Background: an optimization exercise with open tools, aiming at small area, a short achievable clock period and few clock cycles per item. Do not read the settings as production practice. Function was checked by simulation only, so behaviour that the tests miss may differ from the original.

`flow/config.mk`:
```
export PLATFORM = sky130hd
export DESIGN_NAME = ahb_lite_fir_filter
export DESIGN_NICKNAME = ahb_lite_fir_filter
export VERILOG_FILES = /design/flow/design.v
export SDC_FILE = /design/flow/constraint.sdc
export NUM_CORES = 4
export LEC_CHECK = 0
export CAP_MARGIN = 20
export CORE_MARGIN = 2
export CORE_UTILIZATION = 40
export SETUP_SLACK_MARGIN = 5
export SLEW_MARGIN = 20
```
`flow/constraint.sdc`:
```
create_clock -name core_clock -period 11.0 [get_ports {clk}]
set_input_delay 2.2000 -clock core_clock [delete_from_list [all_inputs] [get_ports {clk}]]
set_output_delay 2.2000 -clock core_clock [all_outputs]
set_load 0.01 [all_outputs]
```
`flow/design.v`:
```
module mul_csa (
  input  wire [15:0] x,
  input  wire [8:0]  one,
  input  wire [8:0]  two,
  input  wire [7:0]  neg,
  output wire [22:0] a,
  output wire [22:0] b,
  output wire        cl
);
  wire pp0_0 = ((one[0] & x[0])) ^ neg[0];
  wire pp0_1 = ((one[0] & x[1]) | (two[0] & x[0])) ^ neg[0];
  wire pp0_2 = ((one[0] & x[2]) | (two[0] & x[1])) ^ neg[0];
  wire pp0_3 = ((one[0] & x[3]) | (two[0] & x[2])) ^ neg[0];
  wire pp0_4 = ((one[0] & x[4]) | (two[0] & x[3])) ^ neg[0];
  wire pp0_5 = ((one[0] & x[5]) | (two[0] & x[4])) ^ neg[0];
  wire pp0_6 = ((one[0] & x[6]) | (two[0] & x[5])) ^ neg[0];
  wire pp0_7 = ((one[0] & x[7]) | (two[0] & x[6])) ^ neg[0];
  wire pp0_8 = ((one[0] & x[8]) | (two[0] & x[7])) ^ neg[0];
  wire pp0_9 = ((one[0] & x[9]) | (two[0] & x[8])) ^ neg[0];
  wire pp0_10 = ((one[0] & x[10]) | (two[0] & x[9])) ^ neg[0];
  wire pp0_11 = ((one[0] & x[11]) | (two[0] & x[10])) ^ neg[0];
  wire pp0_12 = ((one[0] & x[12]) | (two[0] & x[11])) ^ neg[0];
  wire pp0_13 = ((one[0] & x[13]) | (two[0] & x[12])) ^ neg[0];
  wire pp0_14 = ((one[0] & x[14]) | (two[0] & x[13])) ^ neg[0];
  wire pp0_15 = ((one[0] & x[15]) | (two[0] & x[14])) ^ neg[0];
  wire pp0_16 = ((two[0] & x[15])) ^ neg[0];
  wire ns0 = ~neg[0];
  wire pp1_0 = ((one[1] & x[0])) ^ neg[1];
  wire pp1_1 = ((one[1] & x[1]) | (two[1] & x[0])) ^ neg[1];
  wire pp1_2 = ((one[1] & x[2]) | (two[1] & x[1])) ^ neg[1];
  wire pp1_3 = ((one[1] & x[3]) | (two[1] & x[2])) ^ neg[1];
  wire pp1_4 = ((one[1] & x[4]) | (two[1] & x[3])) ^ neg[1];
  wire pp1_5 = ((one[1] & x[5]) | (two[1] & x[4])) ^ neg[1];
  wire pp1_6 = ((one[1] & x[6]) | (two[1] & x[5])) ^ neg[1];
  wire pp1_7 = ((one[1] & x[7]) | (two[1] & x[6])) ^ neg[1];
  wire pp1_8 = ((one[1] & x[8]) | (two[1] & x[7])) ^ neg[1];
  wire pp1_9 = ((one[1] & x[9]) | (two[1] & x[8])) ^ neg[1];
  wire pp1_10 = ((one[1] & x[10]) | (two[1] & x[9])) ^ neg[1];
  wire pp1_11 = ((one[1] & x[11]) | (two[1] & x[10])) ^ neg[1];
  wire pp1_12 = ((one[1] & x[12]) | (two[1] & x[11])) ^ neg[1];
  wire pp1_13 = ((one[1] & x[13]) | (two[1] & x[12])) ^ neg[1];
  wire pp1_14 = ((one[1] & x[14]) | (two[1] & x[13])) ^ neg[1];
  wire pp1_15 = ((one[1] & x[15]) | (two[1] & x[14])) ^ neg[1];
  wire pp1_16 = ((two[1] & x[15])) ^ neg[1];
  wire ns1 = ~neg[1];
  wire pp2_0 = ((one[2] & x[0])) ^ neg[2];
  wire pp2_1 = ((one[2] & x[1]) | (two[2] & x[0])) ^ neg[2];
  wire pp2_2 = ((one[2] & x[2]) | (two[2] & x[1])) ^ neg[2];
  wire pp2_3 = ((one[2] & x[3]) | (two[2] & x[2])) ^ neg[2];
  wire pp2_4 = ((one[2] & x[4]) | (two[2] & x[3])) ^ neg[2];
  wire pp2_5 = ((one[2] & x[5]) | (two[2] & x[4])) ^ neg[2];
  wire pp2_6 = ((one[2] & x[6]) | (two[2] & x[5])) ^ neg[2];
  wire pp2_7 = ((one[2] & x[7]) | (two[2] & x[6])) ^ neg[2];
  wire pp2_8 = ((one[2] & x[8]) | (two[2] & x[7])) ^ neg[2];
  wire pp2_9 = ((one[2] & x[9]) | (two[2] & x[8])) ^ neg[2];
  wire pp2_10 = ((one[2] & x[10]) | (two[2] & x[9])) ^ neg[2];
  wire pp2_11 = ((one[2] & x[11]) | (two[2] & x[10])) ^ neg[2];
  wire pp2_12 = ((one[2] & x[12]) | (two[2] & x[11])) ^ neg[2];
  wire pp2_13 = ((one[2] & x[13]) | (two[2] & x[12])) ^ neg[2];
  wire pp2_14 = ((one[2] & x[14]) | (two[2] & x[13])) ^ neg[2];
  wire pp2_15 = ((one[2] & x[15]) | (two[2] & x[14])) ^ neg[2];
  wire pp2_16 = ((two[2] & x[15])) ^ neg[2];
  wire ns2 = ~neg[2];
  wire pp3_0 = ((one[3] & x[0])) ^ neg[3];
  wire pp3_1 = ((one[3] & x[1]) | (two[3] & x[0])) ^ neg[3];
  wire pp3_2 = ((one[3] & x[2]) | (two[3] & x[1])) ^ neg[3];
  wire pp3_3 = ((one[3] & x[3]) | (two[3] & x[2])) ^ neg[3];
  wire pp3_4 = ((one[3] & x[4]) | (two[3] & x[3])) ^ neg[3];
  wire pp3_5 = ((one[3] & x[5]) | (two[3] & x[4])) ^ neg[3];
  wire pp3_6 = ((one[3] & x[6]) | (two[3] & x[5])) ^ neg[3];
  wire pp3_7 = ((one[3] & x[7]) | (two[3] & x[6])) ^ neg[3];
  wire pp3_8 = ((one[3] & x[8]) | (two[3] & x[7])) ^ neg[3];
  wire pp3_9 = ((one[3] & x[9]) | (two[3] & x[8])) ^ neg[3];
  wire pp3_10 = ((one[3] & x[10]) | (two[3] & x[9])) ^ neg[3];
  wire pp3_11 = ((one[3] & x[11]) | (two[3] & x[10])) ^ neg[3];
  wire pp3_12 = ((one[3] & x[12]) | (two[3] & x[11])) ^ neg[3];
  wire pp3_13 = ((one[3] & x[13]) | (two[3] & x[12])) ^ neg[3];
  wire pp3_14 = ((one[3] & x[14]) | (two[3] & x[13])) ^ neg[3];
  wire pp3_15 = ((one[3] & x[15]) | (two[3] & x[14])) ^ neg[3];
  wire pp3_16 = ((two[3] & x[15])) ^ neg[3];
  wire ns3 = ~neg[3];
  wire pp4_0 = ((one[4] & x[0])) ^ neg[4];
  wire pp4_1 = ((one[4] & x[1]) | (two[4] & x[0])) ^ neg[4];
  wire pp4_2 = ((one[4] & x[2]) | (two[4] & x[1])) ^ neg[4];
  wire pp4_3 = ((one[4] & x[3]) | (two[4] & x[2])) ^ neg[4];
  wire pp4_4 = ((one[4] & x[4]) | (two[4] & x[3])) ^ neg[4];
  wire pp4_5 = ((one[4] & x[5]) | (two[4] & x[4])) ^ neg[4];
  wire pp4_6 = ((one[4] & x[6]) | (two[4] & x[5])) ^ neg[4];
  wire pp4_7 = ((one[4] & x[7]) | (two[4] & x[6])) ^ neg[4];
  wire pp4_8 = ((one[4] & x[8]) | (two[4] & x[7])) ^ neg[4];
  wire pp4_9 = ((one[4] & x[9]) | (two[4] & x[8])) ^ neg[4];
  wire pp4_10 = ((one[4] & x[10]) | (two[4] & x[9])) ^ neg[4];
  wire pp4_11 = ((one[4] & x[11]) | (two[4] & x[10])) ^ neg[4];
  wire pp4_12 = ((one[4] & x[12]) | (two[4] & x[11])) ^ neg[4];
  wire pp4_13 = ((one[4] & x[13]) | (two[4] & x[12])) ^ neg[4];
  wire pp4_14 = ((one[4] & x[14]) | (two[4] & x[13])) ^ neg[4];
  wire pp4_15 = ((one[4] & x[15]) | (two[4] & x[14])) ^ neg[4];
  wire pp4_16 = ((two[4] & x[15])) ^ neg[4];
  wire ns4 = ~neg[4];
  wire pp5_0 = ((one[5] & x[0])) ^ neg[5];
  wire pp5_1 = ((one[5] & x[1]) | (two[5] & x[0])) ^ neg[5];
  wire pp5_2 = ((one[5] & x[2]) | (two[5] & x[1])) ^ neg[5];
  wire pp5_3 = ((one[5] & x[3]) | (two[5] & x[2])) ^ neg[5];
  wire pp5_4 = ((one[5] & x[4]) | (two[5] & x[3])) ^ neg[5];
  wire pp5_5 = ((one[5] & x[5]) | (two[5] & x[4])) ^ neg[5];
  wire pp5_6 = ((one[5] & x[6]) | (two[5] & x[5])) ^ neg[5];
  wire pp5_7 = ((one[5] & x[7]) | (two[5] & x[6])) ^ neg[5];
  wire pp5_8 = ((one[5] & x[8]) | (two[5] & x[7])) ^ neg[5];
  wire pp5_9 = ((one[5] & x[9]) | (two[5] & x[8])) ^ neg[5];
  wire pp5_10 = ((one[5] & x[10]) | (two[5] & x[9])) ^ neg[5];
  wire pp5_11 = ((one[5] & x[11]) | (two[5] & x[10])) ^ neg[5];
  wire pp5_12 = ((one[5] & x[12]) | (two[5] & x[11])) ^ neg[5];
  wire pp5_13 = ((one[5] & x[13]) | (two[5] & x[12])) ^ neg[5];
  wire pp5_14 = ((one[5] & x[14]) | (two[5] & x[13])) ^ neg[5];
  wire pp5_15 = ((one[5] & x[15]) | (two[5] & x[14])) ^ neg[5];
  wire pp5_16 = ((two[5] & x[15])) ^ neg[5];
  wire ns5 = ~neg[5];
  wire pp6_0 = ((one[6] & x[0])) ^ neg[6];
  wire pp6_1 = ((one[6] & x[1]) | (two[6] & x[0])) ^ neg[6];
  wire pp6_2 = ((one[6] & x[2]) | (two[6] & x[1])) ^ neg[6];
  wire pp6_3 = ((one[6] & x[3]) | (two[6] & x[2])) ^ neg[6];
  wire pp6_4 = ((one[6] & x[4]) | (two[6] & x[3])) ^ neg[6];
  wire pp6_5 = ((one[6] & x[5]) | (two[6] & x[4])) ^ neg[6];
  wire pp6_6 = ((one[6] & x[6]) | (two[6] & x[5])) ^ neg[6];
  wire pp6_7 = ((one[6] & x[7]) | (two[6] & x[6])) ^ neg[6];
  wire pp6_8 = ((one[6] & x[8]) | (two[6] & x[7])) ^ neg[6];
  wire pp6_9 = ((one[6] & x[9]) | (two[6] & x[8])) ^ neg[6];
  wire pp6_10 = ((one[6] & x[10]) | (two[6] & x[9])) ^ neg[6];
  wire pp6_11 = ((one[6] & x[11]) | (two[6] & x[10])) ^ neg[6];
  wire pp6_12 = ((one[6] & x[12]) | (two[6] & x[11])) ^ neg[6];
  wire pp6_13 = ((one[6] & x[13]) | (two[6] & x[12])) ^ neg[6];
  wire pp6_14 = ((one[6] & x[14]) | (two[6] & x[13])) ^ neg[6];
  wire pp6_15 = ((one[6] & x[15]) | (two[6] & x[14])) ^ neg[6];
  wire pp6_16 = ((two[6] & x[15])) ^ neg[6];
  wire ns6 = ~neg[6];
  wire pp7_0 = ((one[7] & x[0])) ^ neg[7];
  wire pp7_1 = ((one[7] & x[1]) | (two[7] & x[0])) ^ neg[7];
  wire pp7_2 = ((one[7] & x[2]) | (two[7] & x[1])) ^ neg[7];
  wire pp7_3 = ((one[7] & x[3]) | (two[7] & x[2])) ^ neg[7];
  wire pp7_4 = ((one[7] & x[4]) | (two[7] & x[3])) ^ neg[7];
  wire pp7_5 = ((one[7] & x[5]) | (two[7] & x[4])) ^ neg[7];
  wire pp7_6 = ((one[7] & x[6]) | (two[7] & x[5])) ^ neg[7];
  wire pp7_7 = ((one[7] & x[7]) | (two[7] & x[6])) ^ neg[7];
  wire pp7_8 = ((one[7] & x[8]) | (two[7] & x[7])) ^ neg[7];
  wire pp7_9 = ((one[7] & x[9]) | (two[7] & x[8])) ^ neg[7];
  wire pp7_10 = ((one[7] & x[10]) | (two[7] & x[9])) ^ neg[7];
  wire pp7_11 = ((one[7] & x[11]) | (two[7] & x[10])) ^ neg[7];
  wire pp7_12 = ((one[7] & x[12]) | (two[7] & x[11])) ^ neg[7];
  wire pp7_13 = ((one[7] & x[13]) | (two[7] & x[12])) ^ neg[7];
  wire pp7_14 = ((one[7] & x[14]) | (two[7] & x[13])) ^ neg[7];
  wire pp7_15 = ((one[7] & x[15]) | (two[7] & x[14])) ^ neg[7];
  wire pp7_16 = ((two[7] & x[15])) ^ neg[7];
  wire ns7 = ~neg[7];
  wire pp8_0 = one[8] & x[0];
  wire pp8_1 = one[8] & x[1];
  wire pp8_2 = one[8] & x[2];
  wire pp8_3 = one[8] & x[3];
  wire pp8_4 = one[8] & x[4];
  wire pp8_5 = one[8] & x[5];
  wire pp8_6 = one[8] & x[6];
  wire pp8_7 = one[8] & x[7];
  wire pp8_8 = one[8] & x[8];
  wire pp8_9 = one[8] & x[9];
  wire pp8_10 = one[8] & x[10];
  wire pp8_11 = one[8] & x[11];
  wire pp8_12 = one[8] & x[12];
  wire pp8_13 = one[8] & x[13];
  wire pp8_14 = one[8] & x[14];
  wire pp8_15 = one[8] & x[15];
  wire s1 = neg[5] ^ pp0_10;
  wire c2 = neg[5] & pp0_10;
  wire s3 = pp0_11 ^ pp1_9;
  wire c4 = pp0_11 & pp1_9;
  wire s5 = neg[6] ^ pp0_12 ^ pp1_10;
  wire c6 = (neg[6] & pp0_12) | (pp1_10 & (neg[6] ^ pp0_12));
  wire s7 = pp2_8 ^ pp3_6;
  wire c8 = pp2_8 & pp3_6;
  wire s9 = pp0_13 ^ pp1_11 ^ pp2_9;
  wire c10 = (pp0_13 & pp1_11) | (pp2_9 & (pp0_13 ^ pp1_11));
  wire s11 = pp3_7 ^ pp4_5;
  wire c12 = pp3_7 & pp4_5;
  wire s13 = neg[7] ^ pp0_14 ^ pp1_12;
  wire c14 = (neg[7] & pp0_14) | (pp1_12 & (neg[7] ^ pp0_14));
  wire s15 = pp2_10 ^ pp3_8 ^ pp4_6;
  wire c16 = (pp2_10 & pp3_8) | (pp4_6 & (pp2_10 ^ pp3_8));
  wire s17 = pp5_4 ^ pp6_2;
  wire c18 = pp5_4 & pp6_2;
  wire s19 = pp0_15 ^ pp1_13 ^ pp2_11;
  wire c20 = (pp0_15 & pp1_13) | (pp2_11 & (pp0_15 ^ pp1_13));
  wire s21 = pp3_9 ^ pp4_7 ^ pp5_5;
  wire c22 = (pp3_9 & pp4_7) | (pp5_5 & (pp3_9 ^ pp4_7));
  wire s23 = pp6_3 ^ pp7_1;
  wire c24 = pp6_3 & pp7_1;
  wire s25 = pp0_16 ^ pp1_14 ^ pp2_12;
  wire c26 = (pp0_16 & pp1_14) | (pp2_12 & (pp0_16 ^ pp1_14));
  wire s27 = pp3_10 ^ pp4_8 ^ pp5_6;
  wire c28 = (pp3_10 & pp4_8) | (pp5_6 & (pp3_10 ^ pp4_8));
  wire s29 = pp6_4 ^ pp7_2 ^ pp8_0;
  wire c30 = (pp6_4 & pp7_2) | (pp8_0 & (pp6_4 ^ pp7_2));
  wire s31 = neg[0] ^ pp1_15 ^ pp2_13;
  wire c32 = (neg[0] & pp1_15) | (pp2_13 & (neg[0] ^ pp1_15));
  wire s33 = pp3_11 ^ pp4_9 ^ pp5_7;
  wire c34 = (pp3_11 & pp4_9) | (pp5_7 & (pp3_11 ^ pp4_9));
  wire s35 = pp6_5 ^ pp7_3 ^ pp8_1;
  wire c36 = (pp6_5 & pp7_3) | (pp8_1 & (pp6_5 ^ pp7_3));
  wire s37 = neg[0] ^ pp1_16 ^ pp2_14;
  wire c38 = (neg[0] & pp1_16) | (pp2_14 & (neg[0] ^ pp1_16));
  wire s39 = pp3_12 ^ pp4_10 ^ pp5_8;
  wire c40 = (pp3_12 & pp4_10) | (pp5_8 & (pp3_12 ^ pp4_10));
  wire s41 = pp6_6 ^ pp7_4 ^ pp8_2;
  wire c42 = (pp6_6 & pp7_4) | (pp8_2 & (pp6_6 ^ pp7_4));
  wire s43 = ns0 ^ ns1 ^ pp2_15;
  wire c44 = (ns0 & ns1) | (pp2_15 & (ns0 ^ ns1));
  wire s45 = pp3_13 ^ pp4_11 ^ pp5_9;
  wire c46 = (pp3_13 & pp4_11) | (pp5_9 & (pp3_13 ^ pp4_11));
  wire s47 = pp6_7 ^ pp7_5 ^ pp8_3;
  wire c48 = (pp6_7 & pp7_5) | (pp8_3 & (pp6_7 ^ pp7_5));
  wire s49 = 1'b1 ^ pp2_16 ^ pp3_14;
  wire c50 = (1'b1 & pp2_16) | (pp3_14 & (1'b1 ^ pp2_16));
  wire s51 = pp4_12 ^ pp5_10 ^ pp6_8;
  wire c52 = (pp4_12 & pp5_10) | (pp6_8 & (pp4_12 ^ pp5_10));
  wire s53 = pp7_6 ^ pp8_4;
  wire c54 = pp7_6 & pp8_4;
  wire s55 = ns2 ^ pp3_15 ^ pp4_13;
  wire c56 = (ns2 & pp3_15) | (pp4_13 & (ns2 ^ pp3_15));
  wire s57 = pp5_11 ^ pp6_9 ^ pp7_7;
  wire c58 = (pp5_11 & pp6_9) | (pp7_7 & (pp5_11 ^ pp6_9));
  wire s59 = 1'b1 ^ pp3_16 ^ pp4_14;
  wire c60 = (1'b1 & pp3_16) | (pp4_14 & (1'b1 ^ pp3_16));
  wire s61 = pp5_12 ^ pp6_10;
  wire c62 = pp5_12 & pp6_10;
  wire s63 = ns3 ^ pp4_15 ^ pp5_13;
  wire c64 = (ns3 & pp4_15) | (pp5_13 & (ns3 ^ pp4_15));
  wire s65 = 1'b1 ^ pp4_16;
  wire c66 = 1'b1 & pp4_16;
  wire s67 = neg[3] ^ pp0_6;
  wire c68 = neg[3] & pp0_6;
  wire s69 = pp0_7 ^ pp1_5;
  wire c70 = pp0_7 & pp1_5;
  wire s71 = neg[4] ^ pp0_8 ^ pp1_6;
  wire c72 = (neg[4] & pp0_8) | (pp1_6 & (neg[4] ^ pp0_8));
  wire s73 = pp2_4 ^ pp3_2;
  wire c74 = pp2_4 & pp3_2;
  wire s75 = pp0_9 ^ pp1_7 ^ pp2_5;
  wire c76 = (pp0_9 & pp1_7) | (pp2_5 & (pp0_9 ^ pp1_7));
  wire s77 = pp3_3 ^ pp4_1;
  wire c78 = pp3_3 & pp4_1;
  wire s79 = pp1_8 ^ pp2_6 ^ pp3_4;
  wire c80 = (pp1_8 & pp2_6) | (pp3_4 & (pp1_8 ^ pp2_6));
  wire s81 = pp4_2 ^ pp5_0 ^ s1;
  wire c82 = (pp4_2 & pp5_0) | (s1 & (pp4_2 ^ pp5_0));
  wire s83 = pp2_7 ^ pp3_5 ^ pp4_3;
  wire c84 = (pp2_7 & pp3_5) | (pp4_3 & (pp2_7 ^ pp3_5));
  wire s85 = pp5_1 ^ c2 ^ s3;
  wire c86 = (pp5_1 & c2) | (s3 & (pp5_1 ^ c2));
  wire s87 = pp4_4 ^ pp5_2 ^ pp6_0;
  wire c88 = (pp4_4 & pp5_2) | (pp6_0 & (pp4_4 ^ pp5_2));
  wire s89 = c4 ^ s5 ^ s7;
  wire c90 = (c4 & s5) | (s7 & (c4 ^ s5));
  wire s91 = pp5_3 ^ pp6_1 ^ c6;
  wire c92 = (pp5_3 & pp6_1) | (c6 & (pp5_3 ^ pp6_1));
  wire s93 = c8 ^ s9 ^ s11;
  wire c94 = (c8 & s9) | (s11 & (c8 ^ s9));
  wire s95 = pp7_0 ^ c10 ^ c12;
  wire c96 = (pp7_0 & c10) | (c12 & (pp7_0 ^ c10));
  wire s97 = s13 ^ s15 ^ s17;
  wire c98 = (s13 & s15) | (s17 & (s13 ^ s15));
  wire s99 = c14 ^ c16 ^ c18;
  wire c100 = (c14 & c16) | (c18 & (c14 ^ c16));
  wire s101 = s19 ^ s21 ^ s23;
  wire c102 = (s19 & s21) | (s23 & (s19 ^ s21));
  wire s103 = c20 ^ c22 ^ c24;
  wire c104 = (c20 & c22) | (c24 & (c20 ^ c22));
  wire s105 = s25 ^ s27 ^ s29;
  wire c106 = (s25 & s27) | (s29 & (s25 ^ s27));
  wire s107 = c26 ^ c28 ^ c30;
  wire c108 = (c26 & c28) | (c30 & (c26 ^ c28));
  wire s109 = s31 ^ s33 ^ s35;
  wire c110 = (s31 & s33) | (s35 & (s31 ^ s33));
  wire s111 = c32 ^ c34 ^ c36;
  wire c112 = (c32 & c34) | (c36 & (c32 ^ c34));
  wire s113 = s37 ^ s39 ^ s41;
  wire c114 = (s37 & s39) | (s41 & (s37 ^ s39));
  wire s115 = c38 ^ c40 ^ c42;
  wire c116 = (c38 & c40) | (c42 & (c38 ^ c40));
  wire s117 = s43 ^ s45 ^ s47;
  wire c118 = (s43 & s45) | (s47 & (s43 ^ s45));
  wire s119 = c44 ^ c46 ^ c48;
  wire c120 = (c44 & c46) | (c48 & (c44 ^ c46));
  wire s121 = s49 ^ s51 ^ s53;
  wire c122 = (s49 & s51) | (s53 & (s49 ^ s51));
  wire s123 = pp8_5 ^ c50 ^ c52;
  wire c124 = (pp8_5 & c50) | (c52 & (pp8_5 ^ c50));
  wire s125 = c54 ^ s55 ^ s57;
  wire c126 = (c54 & s55) | (s57 & (c54 ^ s55));
  wire s127 = pp7_8 ^ pp8_6 ^ c56;
  wire c128 = (pp7_8 & pp8_6) | (c56 & (pp7_8 ^ pp8_6));
  wire s129 = c58 ^ s59 ^ s61;
  wire c130 = (c58 & s59) | (s61 & (c58 ^ s59));
  wire s131 = pp6_11 ^ pp7_9 ^ pp8_7;
  wire c132 = (pp6_11 & pp7_9) | (pp8_7 & (pp6_11 ^ pp7_9));
  wire s133 = c60 ^ c62 ^ s63;
  wire c134 = (c60 & c62) | (s63 & (c60 ^ c62));
  wire s135 = pp5_14 ^ pp6_12 ^ pp7_10;
  wire c136 = (pp5_14 & pp6_12) | (pp7_10 & (pp5_14 ^ pp6_12));
  wire s137 = pp8_8 ^ c64 ^ s65;
  wire c138 = (pp8_8 & c64) | (s65 & (pp8_8 ^ c64));
  wire s139 = ns4 ^ pp5_15 ^ pp6_13;
  wire c140 = (ns4 & pp5_15) | (pp6_13 & (ns4 ^ pp5_15));
  wire s141 = pp7_11 ^ pp8_9 ^ c66;
  wire c142 = (pp7_11 & pp8_9) | (c66 & (pp7_11 ^ pp8_9));
  wire s143 = 1'b1 ^ pp5_16 ^ pp6_14;
  wire c144 = (1'b1 & pp5_16) | (pp6_14 & (1'b1 ^ pp5_16));
  wire s145 = pp7_12 ^ pp8_10;
  wire c146 = pp7_12 & pp8_10;
  wire s147 = ns5 ^ pp6_15 ^ pp7_13;
  wire c148 = (ns5 & pp6_15) | (pp7_13 & (ns5 ^ pp6_15));
  wire s149 = 1'b1 ^ pp6_16;
  wire c150 = 1'b1 & pp6_16;
  wire s151 = neg[2] ^ pp0_4;
  wire c152 = neg[2] & pp0_4;
  wire s153 = pp0_5 ^ pp1_3;
  wire c154 = pp0_5 & pp1_3;
  wire s155 = pp1_4 ^ pp2_2 ^ pp3_0;
  wire c156 = (pp1_4 & pp2_2) | (pp3_0 & (pp1_4 ^ pp2_2));
  wire s157 = pp2_3 ^ pp3_1 ^ c68;
  wire c158 = (pp2_3 & pp3_1) | (c68 & (pp2_3 ^ pp3_1));
  wire s159 = pp4_0 ^ c70 ^ s71;
  wire c160 = (pp4_0 & c70) | (s71 & (pp4_0 ^ c70));
  wire s161 = c72 ^ c74 ^ s75;
  wire c162 = (c72 & c74) | (s75 & (c72 ^ c74));
  wire s163 = c76 ^ c78 ^ s79;
  wire c164 = (c76 & c78) | (s79 & (c76 ^ c78));
  wire s165 = c80 ^ s83 ^ c82;
  wire c166 = (c80 & s83) | (c82 & (c80 ^ s83));
  wire s167 = c84 ^ s87 ^ c86;
  wire c168 = (c84 & s87) | (c86 & (c84 ^ s87));
  wire s169 = c88 ^ c90 ^ s91;
  wire c170 = (c88 & c90) | (s91 & (c88 ^ c90));
  wire s171 = c92 ^ c94 ^ s95;
  wire c172 = (c92 & c94) | (s95 & (c92 ^ c94));
  wire s173 = c96 ^ c98 ^ s99;
  wire c174 = (c96 & c98) | (s99 & (c96 ^ c98));
  wire s175 = c100 ^ c102 ^ s103;
  wire c176 = (c100 & c102) | (s103 & (c100 ^ c102));
  wire s177 = c104 ^ c106 ^ s107;
  wire c178 = (c104 & c106) | (s107 & (c104 ^ c106));
  wire s179 = c108 ^ c110 ^ s111;
  wire c180 = (c108 & c110) | (s111 & (c108 ^ c110));
  wire s181 = c112 ^ c114 ^ s115;
  wire c182 = (c112 & c114) | (s115 & (c112 ^ c114));
  wire s183 = c116 ^ c118 ^ s119;
  wire c184 = (c116 & c118) | (s119 & (c116 ^ c118));
  wire s185 = c120 ^ c122 ^ s123;
  wire c186 = (c120 & c122) | (s123 & (c120 ^ c122));
  wire s187 = c124 ^ c126 ^ s127;
  wire c188 = (c124 & c126) | (s127 & (c124 ^ c126));
  wire s189 = s131 ^ c128 ^ c130;
  wire c190 = (s131 & c128) | (c130 & (s131 ^ c128));
  wire s191 = c132 ^ s135 ^ c134;
  wire c192 = (c132 & s135) | (c134 & (c132 ^ s135));
  wire s193 = c136 ^ s139 ^ c138;
  wire c194 = (c136 & s139) | (c138 & (c136 ^ s139));
  wire s195 = c140 ^ s143 ^ s145;
  wire c196 = (c140 & s143) | (s145 & (c140 ^ s143));
  wire s197 = pp8_11 ^ c144 ^ c146;
  wire c198 = (pp8_11 & c144) | (c146 & (pp8_11 ^ c144));
  wire s199 = pp7_14 ^ pp8_12 ^ c148;
  wire c200 = (pp7_14 & pp8_12) | (c148 & (pp7_14 ^ pp8_12));
  wire s201 = ns6 ^ pp7_15 ^ pp8_13;
  wire c202 = (ns6 & pp7_15) | (pp8_13 & (ns6 ^ pp7_15));
  wire s203 = 1'b1 ^ pp7_16;
  wire c204 = 1'b1 & pp7_16;
  wire s205 = neg[1] ^ pp0_2;
  wire c206 = neg[1] & pp0_2;
  wire s207 = pp0_3 ^ pp1_1;
  wire c208 = pp0_3 & pp1_1;
  wire s209 = pp1_2 ^ pp2_0 ^ s151;
  wire c210 = (pp1_2 & pp2_0) | (s151 & (pp1_2 ^ pp2_0));
  wire s211 = pp2_1 ^ c152 ^ s153;
  wire c212 = (pp2_1 & c152) | (s153 & (pp2_1 ^ c152));
  wire s213 = s67 ^ c154 ^ s155;
  wire c214 = (s67 & c154) | (s155 & (s67 ^ c154));
  wire s215 = s69 ^ c156 ^ s157;
  wire c216 = (s69 & c156) | (s157 & (s69 ^ c156));
  wire s217 = s73 ^ c158 ^ s159;
  wire c218 = (s73 & c158) | (s159 & (s73 ^ c158));
  wire s219 = s77 ^ c160 ^ s161;
  wire c220 = (s77 & c160) | (s161 & (s77 ^ c160));
  wire s221 = s81 ^ c162 ^ s163;
  wire c222 = (s81 & c162) | (s163 & (s81 ^ c162));
  wire s223 = s85 ^ c164 ^ s165;
  wire c224 = (s85 & c164) | (s165 & (s85 ^ c164));
  wire s225 = s89 ^ c166 ^ s167;
  wire c226 = (s89 & c166) | (s167 & (s89 ^ c166));
  wire s227 = s93 ^ c168 ^ s169;
  wire c228 = (s93 & c168) | (s169 & (s93 ^ c168));
  wire s229 = s97 ^ c170 ^ s171;
  wire c230 = (s97 & c170) | (s171 & (s97 ^ c170));
  wire s231 = s101 ^ c172 ^ s173;
  wire c232 = (s101 & c172) | (s173 & (s101 ^ c172));
  wire s233 = s105 ^ c174 ^ s175;
  wire c234 = (s105 & c174) | (s175 & (s105 ^ c174));
  wire s235 = s109 ^ c176 ^ s177;
  wire c236 = (s109 & c176) | (s177 & (s109 ^ c176));
  wire s237 = s113 ^ c178 ^ s179;
  wire c238 = (s113 & c178) | (s179 & (s113 ^ c178));
  wire s239 = s117 ^ c180 ^ s181;
  wire c240 = (s117 & c180) | (s181 & (s117 ^ c180));
  wire s241 = s121 ^ c182 ^ s183;
  wire c242 = (s121 & c182) | (s183 & (s121 ^ c182));
  wire s243 = s125 ^ c184 ^ s185;
  wire c244 = (s125 & c184) | (s185 & (s125 ^ c184));
  wire s245 = s129 ^ c186 ^ s187;
  wire c246 = (s129 & c186) | (s187 & (s129 ^ c186));
  wire s247 = s133 ^ c188 ^ s189;
  wire c248 = (s133 & c188) | (s189 & (s133 ^ c188));
  wire s249 = s137 ^ c190 ^ s191;
  wire c250 = (s137 & c190) | (s191 & (s137 ^ c190));
  wire s251 = s141 ^ c192 ^ s193;
  wire c252 = (s141 & c192) | (s193 & (s141 ^ c192));
  wire s253 = c142 ^ s195 ^ c194;
  wire c254 = (c142 & s195) | (c194 & (c142 ^ s195));
  wire s255 = s147 ^ c196 ^ s197;
  wire c256 = (s147 & c196) | (s197 & (s147 ^ c196));
  wire s257 = s149 ^ c198 ^ s199;
  wire c258 = (s149 & c198) | (s199 & (s149 ^ c198));
  wire s259 = c150 ^ s201 ^ c200;
  wire c260 = (c150 & s201) | (c200 & (c150 ^ s201));
  wire s261 = pp8_14 ^ c202 ^ s203;
  wire c262 = (pp8_14 & c202) | (s203 & (pp8_14 ^ c202));
  wire [7:0] la = {c214, c212, c210, c208, c206, pp1_0, pp0_1, neg[0]};
  wire [7:0] lb = {s215, s213, s211, s209, s207, s205, 1'b0, pp0_0};
  wire [8:0] ls = {1'b0, la} + {1'b0, lb};
  assign cl = ls[8];
  assign a[0] = c216;
  assign b[0] = s217;
  assign a[1] = c218;
  assign b[1] = s219;
  assign a[2] = c220;
  assign b[2] = s221;
  assign a[3] = c222;
  assign b[3] = s223;
  assign a[4] = c224;
  assign b[4] = s225;
  assign a[5] = c226;
  assign b[5] = s227;
  assign a[6] = c228;
  assign b[6] = s229;
  assign a[7] = c230;
  assign b[7] = s231;
  assign a[8] = c232;
  assign b[8] = s233;
  assign a[9] = c234;
  assign b[9] = s235;
  assign a[10] = c236;
  assign b[10] = s237;
  assign a[11] = c238;
  assign b[11] = s239;
  assign a[12] = c240;
  assign b[12] = s241;
  assign a[13] = c242;
  assign b[13] = s243;
  assign a[14] = c244;
  assign b[14] = s245;
  assign a[15] = c246;
  assign b[15] = s247;
  assign a[16] = c248;
  assign b[16] = s249;
  assign a[17] = c250;
  assign b[17] = s251;
  assign a[18] = c252;
  assign b[18] = s253;
  assign a[19] = c254;
  assign b[19] = s255;
  assign a[20] = c256;
  assign b[20] = s257;
  assign a[21] = c258;
  assign b[21] = s259;
  assign a[22] = c260;
  assign b[22] = s261;
endmodule
module booth_enc (
    input  wire [15:0] c,
    output wire [8:0]  one,
    output wire [8:0]  two,
    output wire [7:0]  neg
);
    wire [18:0] ce = {2'b00, c, 1'b0};
    genvar j;
    generate
        for (j = 0; j < 9; j = j + 1) begin : g
            wire b2 = ce[2*j+2];
            wire b1 = ce[2*j+1];
            wire b0 = ce[2*j];
            assign one[j] = b1 ^ b0;
            assign two[j] = (b2 & ~b1 & ~b0) | (~b2 & b1 & b0);
            if (j < 8) begin : gn
                assign neg[j] = b2;
            end
        end
    endgenerate
endmodule
module prefix16 (
    input  wire [15:0] g,
    input  wire [15:0] p,
    output wire        G,
    output wire        P
);
    wire [7:0] ga, pa;
    wire [3:0] gb, pb;
    wire [1:0] gc, pc;
    genvar i;
    generate
        for (i = 0; i < 8; i = i + 1) begin : l1
            assign ga[i] = g[2*i+1] | (p[2*i+1] & g[2*i]);
            assign pa[i] = p[2*i+1] & p[2*i];
        end
        for (i = 0; i < 4; i = i + 1) begin : l2
            assign gb[i] = ga[2*i+1] | (pa[2*i+1] & ga[2*i]);
            assign pb[i] = pa[2*i+1] & pa[2*i];
        end
        for (i = 0; i < 2; i = i + 1) begin : l3
            assign gc[i] = gb[2*i+1] | (pb[2*i+1] & gb[2*i]);
            assign pc[i] = pb[2*i+1] & pb[2*i];
        end
    endgenerate
    assign G = gc[1] | (pc[1] & gc[0]);
    assign P = pc[1] & pc[0];
endmodule
module ahb_lite_fir_filter (
    input  wire        clk,
    input  wire        n_rst,
    input  wire        hsel,
    input  wire [3:0]  haddr,
    input  wire        hsize,
    input  wire [1:0]  htrans,
    input  wire        hwrite,
    input  wire [15:0] hwdata,
    output reg  [15:0] hrdata,
    output reg         hresp
);
    wire xfer = hsel & (htrans != 2'b00);
    always @(*) begin
        hresp = 1'b0;
        if (xfer) begin
            if (hwrite) hresp = (haddr[3:2] == 2'b00) | (haddr == 4'd15);
            else        hresp = (haddr == 4'd15);
        end
    end
    wire wr_ok    = xfer & hwrite & (haddr[3:2] != 2'b00) & (haddr != 4'd15);
    wire s_wr_nx  = wr_ok & (haddr[3:1] == 3'd2);
    reg        wv;           
    reg        hw_lo;        
    reg        hw_hi;
    reg [3:0]  wa;
    reg        ws;
    reg [3:0]  ra;           
    reg        rs;
    always @(posedge clk, negedge n_rst) begin
        if (!n_rst) begin
            wv <= 1'b0; hw_lo <= 1'b0; hw_hi <= 1'b0;
        end else begin
            wv    <= wr_ok;
            hw_lo <= s_wr_nx & (hsize | ~haddr[0]);
            hw_hi <= s_wr_nx & (hsize | haddr[0]);
        end
    end
    always @(posedge clk) begin
        wa <= haddr;
        ws <= hsize;
        ra <= haddr;
        rs <= hsize;
    end
    wire w_lo  = ws | ~wa[0];
    wire w_hi  = ws | wa[0];
    wire s_wr  = hw_lo | hw_hi;                        
    wire ld    = wv & (wa == 4'd14) & hwdata[0];       
    wire [3:0] f_wr;
    assign f_wr[0] = wv & (wa[3:1] == 3'd3);
    assign f_wr[1] = wv & (wa[3:1] == 3'd4);
    assign f_wr[2] = wv & (wa[3:1] == 3'd5);
    assign f_wr[3] = wv & (wa[3:1] == 3'd6);
    reg [15:0] F0, F1, F2, F3;       
    reg [15:0] C0, C1, C2, C3;       
    reg [15:0] S, H1, H2;            
    reg [15:0] result;               
    reg        rneg;                 
    reg        err;
    reg [1:0] zf0, zf1, zf2, zf3;    
    reg [1:0] zc0, zc1, zc2, zc3;    
    reg       zs, zh1, zh2, zr;      
    always @(posedge clk, negedge n_rst) begin
        if (!n_rst) begin
            zf0 <= 2'b11; zf1 <= 2'b11; zf2 <= 2'b11; zf3 <= 2'b11;
            zc0 <= 2'b11; zc1 <= 2'b11; zc2 <= 2'b11; zc3 <= 2'b11;
        end else begin
            if (f_wr[0] & w_lo) zf0[0] <= 1'b0;
            if (f_wr[0] & w_hi) zf0[1] <= 1'b0;
            if (f_wr[1] & w_lo) zf1[0] <= 1'b0;
            if (f_wr[1] & w_hi) zf1[1] <= 1'b0;
            if (f_wr[2] & w_lo) zf2[0] <= 1'b0;
            if (f_wr[2] & w_hi) zf2[1] <= 1'b0;
            if (f_wr[3] & w_lo) zf3[0] <= 1'b0;
            if (f_wr[3] & w_hi) zf3[1] <= 1'b0;
            if (ld) begin
                zc0 <= zf0; zc1 <= zf1; zc2 <= zf2; zc3 <= zf3;
            end
        end
    end
    always @(posedge clk) begin
        begin
            if (f_wr[0] & w_lo) F0[7:0]  <= hwdata[7:0];
            if (f_wr[0] & w_hi) F0[15:8] <= hwdata[15:8];
            if (f_wr[1] & w_lo) F1[7:0]  <= hwdata[7:0];
            if (f_wr[1] & w_hi) F1[15:8] <= hwdata[15:8];
            if (f_wr[2] & w_lo) F2[7:0]  <= hwdata[7:0];
            if (f_wr[2] & w_hi) F2[15:8] <= hwdata[15:8];
            if (f_wr[3] & w_lo) F3[7:0]  <= hwdata[7:0];
            if (f_wr[3] & w_hi) F3[15:8] <= hwdata[15:8];
        end
    end
    always @(posedge clk) begin
        if (ld) begin
            C0 <= F0; C1 <= F1; C2 <= F2; C3 <= F3;
        end
    end
    wire [15:0] F0v = {zf0[1] ? 8'd0 : F0[15:8], zf0[0] ? 8'd0 : F0[7:0]};
    wire [15:0] F1v = {zf1[1] ? 8'd0 : F1[15:8], zf1[0] ? 8'd0 : F1[7:0]};
    wire [15:0] F2v = {zf2[1] ? 8'd0 : F2[15:8], zf2[0] ? 8'd0 : F2[7:0]};
    wire [15:0] F3v = {zf3[1] ? 8'd0 : F3[15:8], zf3[0] ? 8'd0 : F3[7:0]};
    wire [15:0] C3v = {zc3[1] ? 8'd0 : C3[15:8], zc3[0] ? 8'd0 : C3[7:0]};
    localparam J_IDLE = 3'd0, J_L3 = 3'd1, J_L2 = 3'd2, J_W2 = 3'd3, J_T1 = 3'd4;
    localparam T_NONE = 3'd0, T_P0 = 3'd5, T_L3 = 3'd1, T_L2 = 3'd2, T_W2 = 3'd3, T_T1 = 3'd4;
    reg        pend;         
    reg        acc_ok;       
    reg [2:0]  jq;           
    reg        shifted;      
    reg        msh;          
    reg [1:0]  mbk;          
    reg [2:0]  tag;          
    reg [2:0]  mop;          
    reg        sx_s, sx_h1, sx_h2;           
    reg        sc0, sc1, sc2, sc3;           
    reg [17:0] ACC;          
    wire complete_now = pend & acc_ok & (tag == T_P0);
    wire step = (mop != T_P0);
    wire gs  = sx_s  & ~zs;
    wire gh1 = sx_h1 & ~zh1;
    wire gh2 = sx_h2 & ~zh2;
    wire [15:0] xo = ({16{gs}} & S) | ({16{gh1}} & H1) | ({16{gh2}} & H2);
    wire [7:0] ca_lo = ({8{sc0 & ~zc0[0]}} & C0[7:0]) | ({8{sc1 & ~zc1[0]}} & C1[7:0])
                     | ({8{sc2 & ~zc2[0]}} & C2[7:0]) | ({8{sc3 & ~zc3[0]}} & C3[7:0]);
    wire [7:0] ca_hi = ({8{sc0 & ~zc0[1]}} & C0[15:8]) | ({8{sc1 & ~zc1[1]}} & C1[15:8])
                     | ({8{sc2 & ~zc2[1]}} & C2[15:8]) | ({8{sc3 & ~zc3[1]}} & C3[15:8]);
    wire [15:0] ca = {ca_hi, ca_lo};
    wire [15:0] xa = {hw_hi ? hwdata[15:8] : xo[15:8], hw_lo ? hwdata[7:0] : xo[7:0]};
    wire [8:0] a_one, a_two;
    wire [7:0] a_neg;
    booth_enc ENCA (.c(ca), .one(a_one), .two(a_two), .neg(a_neg));
    wire [22:0] ma_a, ma_b;
    wire        ma_c;
    mul_csa MA (.x(xa), .one(a_one), .two(a_two), .neg(a_neg), .a(ma_a), .b(ma_b), .cl(ma_c));
    reg [22:0] pa, pb;
    reg        pcl;
    always @(posedge clk) begin
        pa  <= ma_a;
        pb  <= ma_b;
        pcl <= ma_c;
    end
    wire [24:0] U2  = {1'b0, pa, 1'b1} + {1'b0, pb, pcl};
    wire [23:0] U   = U2[24:1];
    wire [15:0] T   = U[22:7];
    wire [7:0]  lo2 = {1'b0, pa[6:0]} + {1'b0, pb[6:0]} + {7'd0, pcl};
    wire        cin = lo2[7];
    wire [15:0] ph  = pa[22:7];
    wire [15:0] qh  = pb[22:7];
    wire [15:0] nk  = ~ACC[15:0];
    wire [15:0] sv  = ph ^ qh ^ nk;
    wire [15:0] cm  = (ph & qh) | (ph & nk) | (qh & nk);
    wire [15:0] g1 = ph & qh;
    wire [15:0] p1 = ph | qh;
    wire [15:0] g2 = sv & {cm[14:0], 1'b0};
    wire [15:0] p2 = sv | {cm[14:0], 1'b0};
    wire gw, pw, gr, pr;
    prefix16 PW (.g(g1), .p(p1), .G(gw), .P(pw));
    prefix16 PR (.g(g2), .p(p2), .G(gr), .P(pr));
    wire w    = gw | (pw & cin);
    wire c16  = gr | (pr & cin);
    wire ovf3 = ~ACC[17] & ACC[16];
    wire err4 = ACC[17] & (w ? (cm[15] & c16) : (cm[15] | c16));
    wire err_n = ovf3 | err4;
    wire        a_sub = (tag == T_P0) | (tag == T_L2) | (tag == T_W2);
    wire [17:0] a_op  = (tag == T_W2) ? {2'b00, M3} : (tag == T_L3) ? 18'd0 : ACC;
    wire [18:0] a_s2  = {a_op, 1'b1} + {{2'b00, T} ^ {18{a_sub}}, a_sub};
    wire [17:0] a_sum = a_s2[18:1];
    wire        mb_act = (mbk != 2'd3);
    wire [15:0] xm = ({16{~msh & ~zh1}} & H1) | ({16{msh & ~zh2}} & H2);
    reg  [2:0]  mneg, mone, mtwo;    
    wire [16:0] mg0 = ({17{mone[0]}} & {1'b0, xm}) | ({17{mtwo[0]}} & {xm, 1'b0});
    wire [16:0] mg1 = ({17{mone[1]}} & {1'b0, xm}) | ({17{mtwo[1]}} & {xm, 1'b0});
    wire [16:0] mg2 = ({17{mone[2]}} & {1'b0, xm}) | ({17{mtwo[2]}} & {xm, 1'b0});
    reg         mbp;                 
    reg  [21:0] mbacc;
    wire [15:0] M3 = mbacc[15:0];
    wire [26:0] r0 = {{8{mneg[0]}}, mg0 ^ {17{mneg[0]}}, 1'b0, (mbk != 2'd0) & mbp};
    wire [26:0] r1 = {{6{mneg[1]}}, mg1 ^ {17{mneg[1]}}, 1'b0, mneg[0], 2'b00};
    wire [26:0] r2 = {{4{mneg[2]}}, mg2 ^ {17{mneg[2]}}, 1'b0, mneg[1], 4'b0000};
    wire [26:0] r3 = (mbk == 2'd0) ? 27'd0 : {{6{mbacc[21]}}, mbacc[21:1]};
    wire [26:0] k1s = r0 ^ r1 ^ r2;
    wire [26:0] k1c = {((r0 & r1) | (r0 & r2) | (r1 & r2)), 1'b0};
    wire [26:0] k2s = k1s ^ k1c ^ r3;
    wire [26:0] k2c = {((k1s & k1c) | (k1s & r3) | (k1c & r3)), 1'b0};
    wire [26:0] mbsum = k2s + k2c;
    always @(posedge clk) begin
        if (mb_act) begin
            mbacc <= mbsum[26:5];
            mbp   <= mneg[2];
        end
        if (tag == T_L3 || tag == T_L2 || tag == T_W2 || tag == T_T1) ACC <= a_sum;
    end
    reg [2:0] jq_n;
    always @(*) begin
        if (ld)        jq_n = J_L3;
        else if (step) jq_n = (mop == T_L3) ? J_L2 : (mop == T_T1) ? J_IDLE : J_T1;
        else           jq_n = complete_now ? J_W2 : jq;
    end
    wire [2:0] tag_n    = ld ? T_NONE : mop;
    wire       pend_n   = s_wr | (pend & ~complete_now);
    wire       acc_ok_n = ~ld & ~complete_now & (acc_ok | (tag == T_T1));
    wire       shift_n  = ~ld & ~complete_now & (shifted | s_wr);
    wire [1:0] mbk_n    = (ld | complete_now) ? 2'd0 : (mbk == 2'd3) ? 2'd3 : mbk + 2'd1;
    wire       cpl_nx = pend_n & acc_ok_n & (tag_n == T_P0);
    wire [2:0] jq_nx  = cpl_nx ? J_W2 : jq_n;
    wire       sh_nx  = shift_n & ~cpl_nx;
    reg  [2:0] mop_n;
    always @(*) begin
        if (s_wr_nx) mop_n = T_P0;
        else case (jq_nx)
            J_L3:    mop_n = T_L3;
            J_L2:    mop_n = T_L2;
            J_W2:    mop_n = T_W2;
            J_T1:    mop_n = T_T1;
            default: mop_n = T_P0;
        endcase
    end
    wire [15:0] c3_n = ld ? F3v : C3v;
    wire [18:0] c3e  = {2'b00, c3_n, 1'b0};
    reg  [6:0]  cw;
    always @(*) begin
        case (mbk_n)
            2'd0:    cw = c3e[6:0];
            2'd1:    cw = c3e[12:6];
            default: cw = c3e[18:12];
        endcase
    end
    reg [2:0] mneg_n, mone_n, mtwo_n;
    integer q;
    always @(*) begin
        for (q = 0; q < 3; q = q + 1) begin
            mone_n[q] = cw[2*q+1] ^ cw[2*q];
            mtwo_n[q] = (cw[2*q+2] & ~cw[2*q+1] & ~cw[2*q]) | (~cw[2*q+2] & cw[2*q+1] & cw[2*q]);
            mneg_n[q] = cw[2*q+2];
        end
    end
    always @(posedge clk, negedge n_rst) begin
        if (!n_rst) begin
            mone <= 3'd0; mtwo <= 3'd0; mneg <= 3'd0;
        end else begin
            mone <= mone_n; mtwo <= mtwo_n; mneg <= mneg_n;
        end
    end
    always @(posedge clk, negedge n_rst) begin
        if (!n_rst) begin
            zs <= 1'b1; zh1 <= 1'b1; zh2 <= 1'b1; zr <= 1'b1;
            err <= 1'b0;
            pend <= 1'b0; acc_ok <= 1'b0;
            jq <= J_L3; shifted <= 1'b0; msh <= 1'b0; mbk <= 2'd0; tag <= T_NONE;
            mop <= T_L3;
            sx_s <= 1'b0; sx_h1 <= 1'b0; sx_h2 <= 1'b1;
            sc0 <= 1'b0; sc1 <= 1'b0; sc2 <= 1'b0; sc3 <= 1'b1;
        end else begin
            if (s_wr) begin
                zs  <= 1'b0;
                zh1 <= zs;
                zh2 <= zh1;
            end
            if (complete_now) begin
                err <= err_n;
                zr  <= 1'b0;
            end
            if (ld) err <= 1'b0;
            pend    <= pend_n;
            acc_ok  <= acc_ok_n;
            jq      <= jq_n;
            shifted <= shift_n;
            msh     <= ~ld & ~complete_now & (msh | s_wr);
            mbk     <= mbk_n;
            tag     <= tag_n;
            mop     <= mop_n;
            sx_s    <= (mop_n == T_P0) | ((mop_n == T_T1) & ~sh_nx);
            sx_h1   <= ((mop_n == T_T1) & sh_nx) | (((mop_n == T_L2) | (mop_n == T_W2)) & ~sh_nx);
            sx_h2   <= (mop_n == T_L3) | (((mop_n == T_L2) | (mop_n == T_W2)) & sh_nx);
            sc0     <= (mop_n == T_P0);
            sc1     <= (mop_n == T_T1);
            sc2     <= (mop_n == T_L2) | (mop_n == T_W2);
            sc3     <= (mop_n == T_L3);
        end
    end
    always @(posedge clk) begin
        if (s_wr) begin
            S  <= xa;
            H1 <= S;
            H2 <= H1;
        end
        if (complete_now) begin
            result <= a_sum[15:0];
            rneg   <= a_sum[17];
        end
    end
    wire busy_o = pend & ~complete_now;
    wire err_o  = complete_now ? err_n : err;
    wire [15:0] rmag = rneg ? (~result + 16'd1) : result;
    reg [15:0] rv;
    always @(*) begin
        case (ra[3:1])
            3'd0:    rv = {7'd0, err_o, 7'd0, busy_o};
            3'd1:    rv = zr ? 16'd0 : rmag;
            3'd2:    rv = zs ? 16'd0 : S;
            3'd3:    rv = F0v;
            3'd4:    rv = F1v;
            3'd5:    rv = F2v;
            3'd6:    rv = F3v;
            default: rv = 16'd0;
        endcase
        hrdata[15:8] = (rs | ra[0])  ? rv[15:8] : 8'd0;
        hrdata[7:0]  = (rs | ~ra[0]) ? rv[7:0]  : 8'd0;
    end
endmodule
```
`flow/run.sh`:
```
#!/bin/bash
# synth_recipe.tcl (not shown) runs the flow's synth.tcl, then flattens the netlist and writes it again
# the make line also repeats each setting of config.mk as NAME=value (left out here)
make -C /OpenROAD-flow-scripts/flow DESIGN_CONFIG=/design/flow/config.mk WORK_HOME=/design/flow/orfs CLKGATE_MAP_FILE= SYNTH_SCRIPT=/design/flow/synth_recipe.tcl finish
```
==> results.yml, run 1 <==
synthesis:
  synth_seq_cells: 341
  synth_edf_count: 234
  synth_area_leaders: "edfxtp_1 28%, fa_1 13%, ha_1 5.5%"
  ys_types: 75
  avgSynthCellArea_sq_um: 9.819
  synth_area_leader_cell: "edfxtp_1"
  yosysSeqAreaShare: 0.3793
  ys_warn_count: 1
  synth_cells: 2544
  ys.flop_type: "edfxtp_1"
  synth_area_sq_mm: 0.02498
  async_flop_share: 0.1613
  synth_nets: 2843
  synth_top_area_frac: 0.2813
cells_and_area:
  final_common_cell: "inv_1"
  final_area_sq_mm: 0.02798
  fin_cells: 3392
  syn_to_final_growth_pct: 12.03
  finalNetCount: 2823
  final_cell_mix: "247 x inv_1, 234 x edfxtp_1, 193 x nand2_1, 183 x a21oi_1, 162 x fa_1"
  layout-drive-gt1-share: 0.09080
  antenna_cells: 0
placement:
  dpl.hpwl_um: 61200
  dpl_cell_area_sq_mm: 0.02632
  dp_cells: 3305
  io_buffer_count: 43
  place_congestion: 0.9578
detailed_routing:
  wl_um: 86320
  ant_nets: 0
  drt-initial-drc-count: 2620
  wl_per_cell_um: 25.45
  num_vias: 20750
  drc_errors: 0
  first_pass_iters: 8
  viasPerCell: 6.118
worst_setup_path:
  worstPathRequired_ps: 8800
  cp-end-kind: "output port"
  crit_type: "register to output port"
  path_max_fanout: 2
  critPathSlowestCell: "fa_1"
  cpLargestDelayFamily: "compound AO/OA/AOI/OAI gates"
  crit_chain: "inv_1 > fa_1 > o22a_1 > o21ai_1 > o221ai_2 > a21oi_1 > o311a_1 > o21a_1 > maj3_2 > o21a_2 > o22ai_2 > dlygate4sd2_1"
  cp-start-kind: "register"
  arrival_ps: 3700
  critPathMaxStageDelay_ps: 580
  cp_num_buf_inv: 2
sta:
  hold_viol_final: 0
  finalCritPeriodShare: 0.5366
  max_freq_ghz: 0.1694
  rsz0062_at_grt: "true"
  slew_headroom: 0.2448
  worst_slew_pin_slew_ps: 1133
  holdWs_ps: 441.5
  fin_setup_tns_ps: 0
  finalCriticalPeriod_ps: 5903
  clock_skew_ps: 53.38
  finalSetupViolCount: 0
  report.final.slew_viol_count: 0
clock_tree:
  clkTransAtPathRegs_ps: 70
  h-tree-depth: 2
  cts_buffers: 40
  root_buffer: "clkbuf_16"
  cts_tree: "yes"
  clk_latency_ps: 600
  cts_hold_buffers: 0
  clock-sinks: 341
  clock_path_buffers: 3
floorplan:
  die_area_sq_mm: 0.06446
  start_util: 0.4048
  chipHeight_um: 253.9
  die_w_um: 253.9
  core_area_sq_mm: 0.06171
  rows: 91
  io_pins: 44
global_route:
  grt_pass1_wl_um: 129100
  grt_max_degree: 77
  gr-total-overflow: 0
  first_global_vias: 20140
  antenna_found_initial: 0
  grt_use_total: 0.2666
status:
  outcome: "no timing/DRC/antenna violations"
flow_run:
  drv_cap: 0
worst_hold_path:
  hold_class: "register to register"
==> synth_stat cells, types with 7 or more instances <==
| library cell | instances |
|---|---|
| and2_1 | 14 |
| ha_1 | 110 |
| o21ai_0 | 158 |
| mux2i_1 | 17 |
| o211ai_1 | 11 |
| a21o_1 | 22 |
| a21oi_1 | 184 |
| a221oi_1 | 11 |
| o21a_1 | 11 |
| nor3_1 | 20 |
| o21bai_1 | 10 |
| nand3_1 | 22 |
| nor2_1 | 125 |
| clkbuf_1 | 151 |
| inv_2 | 12 |
| inv_1 | 258 |
| o22ai_1 | 87 |
| dfrtp_1 | 31 |
| dfstp_2 | 24 |
| xor2_1 | 19 |
| nand2b_1 | 11 |
| buf_1 | 14 |
| edfxtp_1 | 234 |
| o21ai_1 | 52 |
| dfxtp_1 | 52 |
| fa_1 | 162 |
| and3_1 | 12 |
| nor2b_1 | 34 |
| xnor2_1 | 127 |
| mux2_2 | 11 |
| nand3b_1 | 7 |
| a222oi_1 | 9 |
| a221o_1 | 8 |
| a22oi_1 | 86 |
| o221ai_1 | 86 |
| nand4_1 | 7 |
| a31oi_1 | 25 |
| nand2_1 | 194 |
| a22o_1 | 34 |
==> cell type report <==
class / count / area [sq um]
clock buffer: 45 / 1040
sequential: 341 / 9474
multi-input combinational: 1764 / 14030
inverter: 274 / 1072
fill: 5878 / 33730
timing repair buffer: 99 / 857.1
clock inverter: 28 / 439.2
timing repair inverter: 4 / 22.52
tap: 837 / 1047
==> through the flow <==
step / utilization / worst slack [ps]
6_report: 0.4535 / 5097
5_1_grt: 0.4535 / 4985
4_1_cts: 0.4509 / 4920
3_5_place_dp: 0.4264 / 4307
3_3_place_gp: 0.4261 / 3963
2_1_floorplan: - / 5423
==> timing repair <==
item,4_1_cts,5_1_grt
gates cloned,1,4
resized for setup,8,15
pin swaps,0,1
endpoints found under the setup margin,9,20
setup buffers,0,9
==> per-layer routing <==
metal | vias up | wire (um) | GRT usage | share of wire
li1 | 9115 | - | - | -
met1 | 10270 | 36960 | 0.3755 | 0.43
met2 | 1155 | 37790 | 0.4067 | 0.44
met3 | 212 | 7675 | 0.04814 | 0.089
met4 | 0 | 3887 | 0.1047 | 0.045
met5 | - | 0 | 0 | 0
==> worst reg2reg max path, cell delays in order, from the launching register on <==
cell and delay, ps:
dfstp_2 580, nor2b_1 610, a22o_1 250, a221o_1 130, buf_4 390, inv_2 330, xnor2_1 520, nand2_1 500
o22ai_1 300, a21oi_1 140, fa_1 460, inv_1 80, fa_1 430, fa_1 500, inv_1 50, fa_1 430
==> state kept, by name (all words and copies together), names as in the netlist, 4 cells and up <==
signal / flops
ACC: 18
C0: 16
C1: 16
C2: 16
C3: 16
F0: 16
F1: 16
F2: 16
F3: 16
H1: 16
H2: 16
S: 16
mbacc: 22
pa: 23
pb: 23
ra: 4
result: 16
==> path summary, 6_finish.rpt <==
path	startpoint	to	slack (ps)	cells after the start
setup / recovery	ACC[9]	hrdata[8]	5100	12
max in group asynchronous	n_rst	jq[1]	8780	2
hold reg to reg	F3[2]	C3[2]	440	0
setup reg to reg	sc3	pb[9]	5140	15
hold / removal	F3[2]	C3[2]	440	0
min in group asynchronous	n_rst	sc0	1750	2
==> cells by family (layout without fill, tap and decap cells) <==
family	Yosys count	after routing	synth area share
AND/OR/NAND/NOR	479	479	0.08751
AO/OA/AOI/OAI	836	836	0.2183
flip-flops	341	341	0.3793
multiplexers	28	29	0.01177
adder cells (fa/ha/maj)	274	274	0.1857
buffers and inverters	440	450	0.06617
XOR/XNOR	146	146	0.05119
Testbench counts, summed over its fixed seeds: cycles 4,880, samples 1,600.
==> run 2: changes to the inputs <==
==> flow/flow/run.sh (new file) <==
#!/bin/bash
bash standard.sh SETUP_SLACK_MARGIN=5.7 finish > standard.log 2>&1
==> flow/standard.sh (new file) <==
#!/bin/bash
# synth_recipe.tcl (not shown) runs the flow's synth.tcl, then flattens the netlist and writes it again
# the make line also repeats each setting of config.mk as NAME=value (left out here)
make -C /OpenROAD-flow-scripts/flow DESIGN_CONFIG=/design/flow/config.mk WORK_HOME=/design/flow/orfs CLKGATE_MAP_FILE= SYNTH_SCRIPT=/design/flow/synth_recipe.tcl "${@:-finish}"
removed: flow/run.sh
==> run 2 against run 1 <==
Wire length is 1.4% lower; setup slack better by 410 ps; via count is 0.72% higher; maximum frequency is 7.5% higher; area after synthesis stayed put.
==> results.yml, run 2 <==
floorplan:
  die_area_sq_mm: 0.06446
  die_w_um: 253.9
  rows: 91
  core_area_sq_mm: 0.06171
  start_util: 0.4048
  chipHeight_um: 253.9
  io_pins: 44
clock_tree:
  root_buffer: "clkbuf_16"
  cts_hold_buffers: 0
  clkTransAtPathRegs_ps: 70
  h-tree-depth: 2
  cts_tree: "yes"
  clock-sinks: 341
  cts_buffers: 38
  clk_latency_ps: 580
  clock_path_buffers: 3
global_route:
  grtUsageMet1: 0.3624
  grt_pass1_wl_um: 128200
  grt_max_degree: 86
  busiest_layer: "met2"
  first_global_vias: 20190
  met2_usage: 0.4104
  grt_use_total: 0.2638
  use_met3: 0.05173
  gr-total-overflow: 0
  antenna_found_initial: 1
worst_setup_path:
  critPathMaxStageDelay_ps: 570
  reg2reg_depth: 15
  crit_start: "ACC[10]"
  crit_chain: "inv_1 > fa_2 > a31oi_1 > o221ai_2 > nor2_1 > o311a_1 > o21a_1 > maj3_2 > o21a_4 > o22ai_2 > buf_2"
  arrival_ps: 3290
  cp-end-kind: "output port"
  reg2reg_to: "pb[7]"
  r2r_start: "sc1"
  critPathSlowestCell: "fa_2"
  r2r_slack_ps: 5790
  path_max_fanout: 3
  worstPathRequired_ps: 8800
  endpoint: "hrdata[8]"
  cp-start-kind: "register"
  crit_type: "register to output port"
cells_and_area:
  multi_input_area_sq_mm: 0.01430
  final_cell_mix: "246 x inv_1, 234 x edfxtp_1, 183 x nand2_1, 181 x a21oi_1, 161 x fa_1"
  finalNetCount: 2860
  fin_cells: 3427
  final_area_sq_mm: 0.02848
  final_core_util: 0.4616
  ff_latch_area_sq_mm: 0.009474
  antenna_cells: 0
  final_common_cell: "inv_1"
  syn_to_final_growth_pct: 14.04
  nFillCells: 5840
  top_regs: "pa x23, pb x23, mbacc x22"
  layout-drive-gt1-share: 0.1278
flow_run:
  drv_cap: 0
sta:
  finalSetupViolCount: 0
  finalCritPeriodShare: 0.4993
  fin_setup_tns_ps: 0
  max_freq_ghz: 0.1821
  rsz0062_at_grt: "true"
  holdWs_ps: 437.8
  worst_slew_pin_slew_ps: 1120
  slew_headroom: 0.2482
  hold_viol_final: 0
  clock_skew_ps: 37.78
  finalCriticalPeriod_ps: 5492
  report.final.slew_viol_count: 0
  layout_setup_ws_ps: 5508
synthesis:
  async_flop_share: 0.1613
  synth_top_area_frac: 0.2813
  synth_cells: 2544
  synth_seq_cells: 341
  synth_area_leader_cell: "edfxtp_1"
  yosysSeqAreaShare: 0.3793
  avgSynthCellArea_sq_um: 9.819
  synth_area_leaders: "edfxtp_1 28%, fa_1 13%, ha_1 5.5%"
  ys.flop_type: "edfxtp_1"
  synth_common_cells: "258 x inv_1, 234 x edfxtp_1, 194 x nand2_1, 184 x a21oi_1, 162 x fa_1"
  synth_edf_count: 234
  ys_types: 75
  ys_warn_count: 1
  synth_nets: 2843
  synth_area_sq_mm: 0.02498
  yosysMostFrequentCell: "inv_1"
detailed_routing:
  drc_errors: 0
  num_vias: 20900
  wl_um: 85080
  drt-initial-drc-count: 2915
  viasPerCell: 6.100
  first_pass_iters: 9
  ant_nets: 0
  wl_per_cell_um: 24.83
placement:
  dpl_worst_slack_ps: 4410
  dp_cells: 3300
  dpl_cell_area_sq_mm: 0.02629
  io_buffer_count: 43
  dpl.hpwl_um: 59910
  place_congestion: 0.9248
worst_hold_path:
  hold_class: "register to register"
  hold_start: "F3[9]"
status:
  outcome: "no timing/DRC/antenna violations"
[run 2: cell types whose count changed in the layout (fill, tap and decap cells not counted), sizes merged, moves of 2 or more]
cell | before | now
bufinv | 8 | 3
clkinv | 14 | 17
clkdlybuf4s50 | 41 | 16
buf | 57 | 96
dlygate4sd2 | 1 | 8
clkdlybuf4s15 | 0 | 2
clkbuf | 45 | 59
inv | 266 | 263
dlymetal6s2s | 0 | 3
[run 2: worst min path at each step]
stage	endpoint	slack, ps	cells after the start
6_report	C3[9]	440	0
5_1_grt	C0[1]	450	0
4_1_cts	C3[3]	440	0
3_5_place_dp	C3[3]	430	0
3_3_place_gp	C3[7]	420	0
2_1_floorplan	C3[6]	420	0
[run 2: what timing repair did]
item / in CTS / in global routing
resized for setup: 129 / 57
pin swaps: 19 / 5
gates cloned: 14 / 1
buffers inserted: 29 / 13
endpoints found under the setup margin: 62 / 43
[run 2: per-layer routing]
layer  wire, um  share of wire
met2      38020           0.45
met1      35380           0.42
met5          0              0
met3       7968          0.094
met4       3708          0.044
[run 2: layout make-up]
cell class | count | share of cell area
Clock inverter | 20 | 0.008038
Timing Repair Buffer | 135 | 0.04164
Clock buffer | 49 | 0.03817
Tap cell | 837 | 0.03677
Multi-Input combinational cell | 1763 | 0.5021
Inverter | 274 | 0.03879
Sequential cell | 341 | 0.3326
Timing Repair inverter | 8 | 0.001933
[run 2: kinds of logic (layout without fill, tap and decap cells)]
kind of cell	count (synthesis)	after routing	synth area share
adders and majority gates	274	274	0.1857
DFF	341	341	0.3793
xor gates and xnor gates	146	146	0.05119
AOI/OAI and AO/OA	836	836	0.2183
and+or+nand+nor	479	479	0.08751
buffers and inverters	440	486	0.06617
muxes	28	28	0.01177
[run 2: worst max-delay path: cells and delay by family, from the launching register on]
family	cells	cell delay, ps
AOI/OAI and AO/OA	6	1160
adders and majority gates	2	920
buffers and inverters	2	230
DFF	1	340
and+or+nand+nor	1	70

## afterwards: timing with drivers on the ports
How much do the figures lean on ideal ports? The routed layouts below were timed once more, with nothing changed but the port constraints.
Step 1 sets driving cells, clkbuf_16 on the clock port and buf_2 on the other inputs (assumed; they add their load-dependent delay and slew).
Step 2 also shifts input and output timing later by t, the mid clock arrival at the registers, as if the neighbouring blocks saw the same clock.
Slacks: ideal / step 1 / step 2; pairs: ideal / step 1.
run	t, ns	setup slack, ns	worst setup path at the end	pins driven straight from the clock port
run 1	0.635	5.097 / 5.034 / 4.511	input to register	1
run 2	0.611	5.508 / 5.453 / 5.195	input to register	1
After both steps every run listed still meets setup and hold. The setup slack of run 1, which loses most, moves by -0.063 ns with the drivers and by -0.586 ns with both steps.
